Source: an optimization exercise on an open RTL-to-GDS flow (aim: small area). Production flows keep margins and buffers that such runs may drop. Function was checked by simulation only, so behaviour that the tests miss may differ from the original. Power and IR drop assume default switching activity.

blue:
Design CannyEdge, start of the top module:
module CannyEdge(dAddrRegRow, dAddrRegCol, bWE, bCE, InData, OutData,
	OPMode, bOPEnable, dReadReg, dWriteReg,	clk, rst_b);
input 	[2:0]	dAddrRegRow, dAddrRegCol;
input		bWE, bCE;
input 	[7:0] 	InData;
output 	[7:0] 	OutData;
reg     [7:0] 	OutData;
input 	[2:0]	OPMode;
input 		bOPEnable;
input 	[3:0]	dReadReg, dWriteReg;
input		clk, rst_b;
wire cmd_wr = rst_b & ~bCE & ~bWE;
wire cmd_rd = rst_b & ~bCE &  bWE;
wire cmd_op = rst_b &  bCE & ~bOPEnable;
wire cmd_cl = bCE & bOPEnable;
wire op0 = cmd_op & (OPMode == 3'd0);
wire op1 = cmd_op & (OPMode == 3'd1);
wire op2 = cmd_op & (OPMode == 3'd2);
wire op3 = cmd_op & (OPMode == 3'd3);
reg [2:0] cnt;
always @(posedge clk or negedge rst_b)
	if (!rst_b)
		cnt <= 3'd0;
	else if (cmd_cl)
		cnt <= 3'd0;
	else if (cmd_op & ~cnt[2])
		cnt <= cnt + 3'd1;
wire [2:0] r = dAddrRegRow, c = dAddrRegCol;
wire [4:0] rs = { r[2], r[1] & r[0], r[1] & ~r[0], ~r[1] & r[0], ~(r[2] | r[1] | r[0]) };
wire [4:0] cs = { c[2], c[1] & c[0], c[1] & ~c[0], ~c[1] & c[0], ~(c[2] | c[1] | c[0]) };
wire [24:0] es;	 
genvar gi;
generate for (gi = 0; gi < 25; gi = gi + 1) begin : ge
	assign es[gi] = rs[gi/5] & cs[gi%5];
end endgenerate
wire wsx = (dWriteReg == 4'd0);
wire wsy = (dWriteReg == 4'd1);
wire wsz = ~wsx & ~wsy;
reg [7:0] X [0:24];
wire [7:0] Dz = InData & {8{~bCE}};	 
wire [24:0] clr;
  ...
clock: 12.0 ns
lec_check: 0
cap_margin: 20
core_margin: 2
core_utilization: 70
place_density: 0.8
slew_margin: 20
standard.sh (not shown) runs the stock make flow with config.mk's settings and CLKGATE_MAP_FILE= SYNTH_SCRIPT=/design/flow/synth_recipe.tcl, a recipe that flattens the netlist after the stock synthesis.
==> flow/flow/run.sh <==
#!/bin/bash
# Layout flow.
#  1. the standard synthesis (standard.sh synth).
#  2. The same synthesis script once more, with yosys synth's -noabc, so that
#     the full adders written in the RTL reach extract_fa unchanged (fewer
#     inverters), and with an area-oriented script (abc_map_area.script) for
#     the final ABC mapping. regmap.py checks that it has exactly the standard
#     synthesis's registers (paired by Q net, same cell types) and gives them
#     the standard instance names; if not, the standard netlist is used.
#  3. invopt.py removes inverters around full adders (same function, same
#     registers).
#  4. the standard layout from that netlist, with the port buffers made of
#     the smallest buffer and clock tree synthesis without dummy loads.
# Each tool's output goes to a log file of its own in this folder.
set -euo pipefail
R="$PWD/orfs/results/sky130hd/CannyEdge/base"
bash standard.sh synth > synth.log 2>&1
cp "$R/1_2_yosys.v" std_1_2_yosys.v
{
  sed -n '1p' synth_recipe.tcl | sed 's/yosys synth -nofsm -noshare /yosys synth -nofsm -noshare -noabc /'
  echo 'proc abc {args} {'
  echo '  set i [lsearch $args -script]'
  echo "  if { \$i >= 0 } { lset args [expr {\$i + 1}] $PWD/flow/abc_map_area.script }"
  echo '  yosys abc {*}$args'
  echo '}'
  sed -n '2,$p' synth_recipe.tcl
} > synth_noabc.tcl
sed -e "s|SYNTH_SCRIPT=[^ ]*|SYNTH_SCRIPT=$PWD/synth_noabc.tcl|" \
    -e "s|WORK_HOME=[^ ]*|WORK_HOME=$PWD/orfs_alt|" standard.sh > standard_alt.sh
SRC=std_1_2_yosys.v
if bash standard_alt.sh synth > synth_alt.log 2>&1 &&
   python3 flow/regmap.py std_1_2_yosys.v orfs_alt/results/sky130hd/CannyEdge/base/1_2_yosys.v alt_1_2_yosys.v > regmap.log 2>&1; then
  SRC=alt_1_2_yosys.v
fi
echo "netlist: $SRC" >> regmap.log
python3 flow/invopt.py "$SRC" "$R/1_2_yosys.v" > invopt.log 2>&1
rm -f "$R/1_synth.odb" "$R/1_synth.sdc"
export BUFFER_PORTS_ARGS="-buffer_cell sky130_fd_sc_hd__buf_1"
export CTS_ARGS="-sink_clustering_enable -repair_clock_nets -sink_clustering_size 14 -sink_clustering_max_diameter 80 -buf_list sky130_fd_sc_hd__clkbuf_8 -dont_use_dummy_load"
bash standard.sh > layout.log 2>&1
==> flow/flow/abc_map_area.script <==
strash
dc2
dch
map -a
topo
stime -c
dnsize -c
Other scripts of this flow, unchanged in this note and not shown: flow/flow/invopt.py, flow/flow/regmap.py
blue: PASS, flow complete, no timing, DRC or antenna violations
What red does differently from blue at the input level:
Settings: CTS_CLUSTER_SIZE newly set to 20; CTS_BUF_LIST newly set to sky130_fd_sc_hd__clkbuf_16; CTS_CLUSTER_DIAMETER newly set to 100.
-- flow/flow/run.sh --
<<< blue, line 39
export CTS_ARGS="-sink_clustering_enable -repair_clock_nets -sink_clustering_size 14 -sink_clustering_max_diameter 80 -buf_list sky130_fd_sc_hd__clkbuf_8 -dont_use_dummy_load"
>>> red, line 39
export CTS_ARGS="-sink_clustering_enable -repair_clock_nets -sink_clustering_size 20 -sink_clustering_max_diameter 100 -buf_list sky130_fd_sc_hd__clkbuf_16 -dont_use_dummy_load"
-- flow/flow/abc_map_area.script --
<<< blue, line 2
dc2
>>> red, line 2
## What came out
Compared to blue, red has clock group power about 20% higher. When red is set beside blue, its worst reg2reg path depth turns out to be 5 larger. red gives more utilization after layout than blue did. Taking blue over red, the routed wirelength normalized by instance count ratio works out to 0.916.

-- static timing again, ports no longer ideal --
The results above use ideal ports. As a check the final layouts listed here were re-extracted and re-timed, cells and wires unchanged.
Step 1 assumes that a clkbuf_16 drives the clock port and a buf_2 every other input.
Step 2 times the ports against the registers' clock, not the clock port: input delays grow and output delays shrink by t, the midpoint of the rising clock arrivals with the driver on.
Slacks: ideal ports / drivers / drivers and shift; pairs: ideal ports / drivers.
run	t, ns	setup WS [ns]	worst hold slack (ns)	worst setup path after step 2	slew at the worst register clock pin (ns)
blue	0.589	2.371 / 2.397 / 1.808	0.593 / 0.593 / 0.593	input to register	0.10 / 0.10
red	0.532	2.436 / 2.429 / 1.897	0.595 / 0.595 / 0.595	input to register	0.09 / 0.09
After both steps setup and hold are still met in every run listed. The setup slack of blue, which loses most, moves by +0.026 ns with the drivers and by -0.563 ns with both steps.
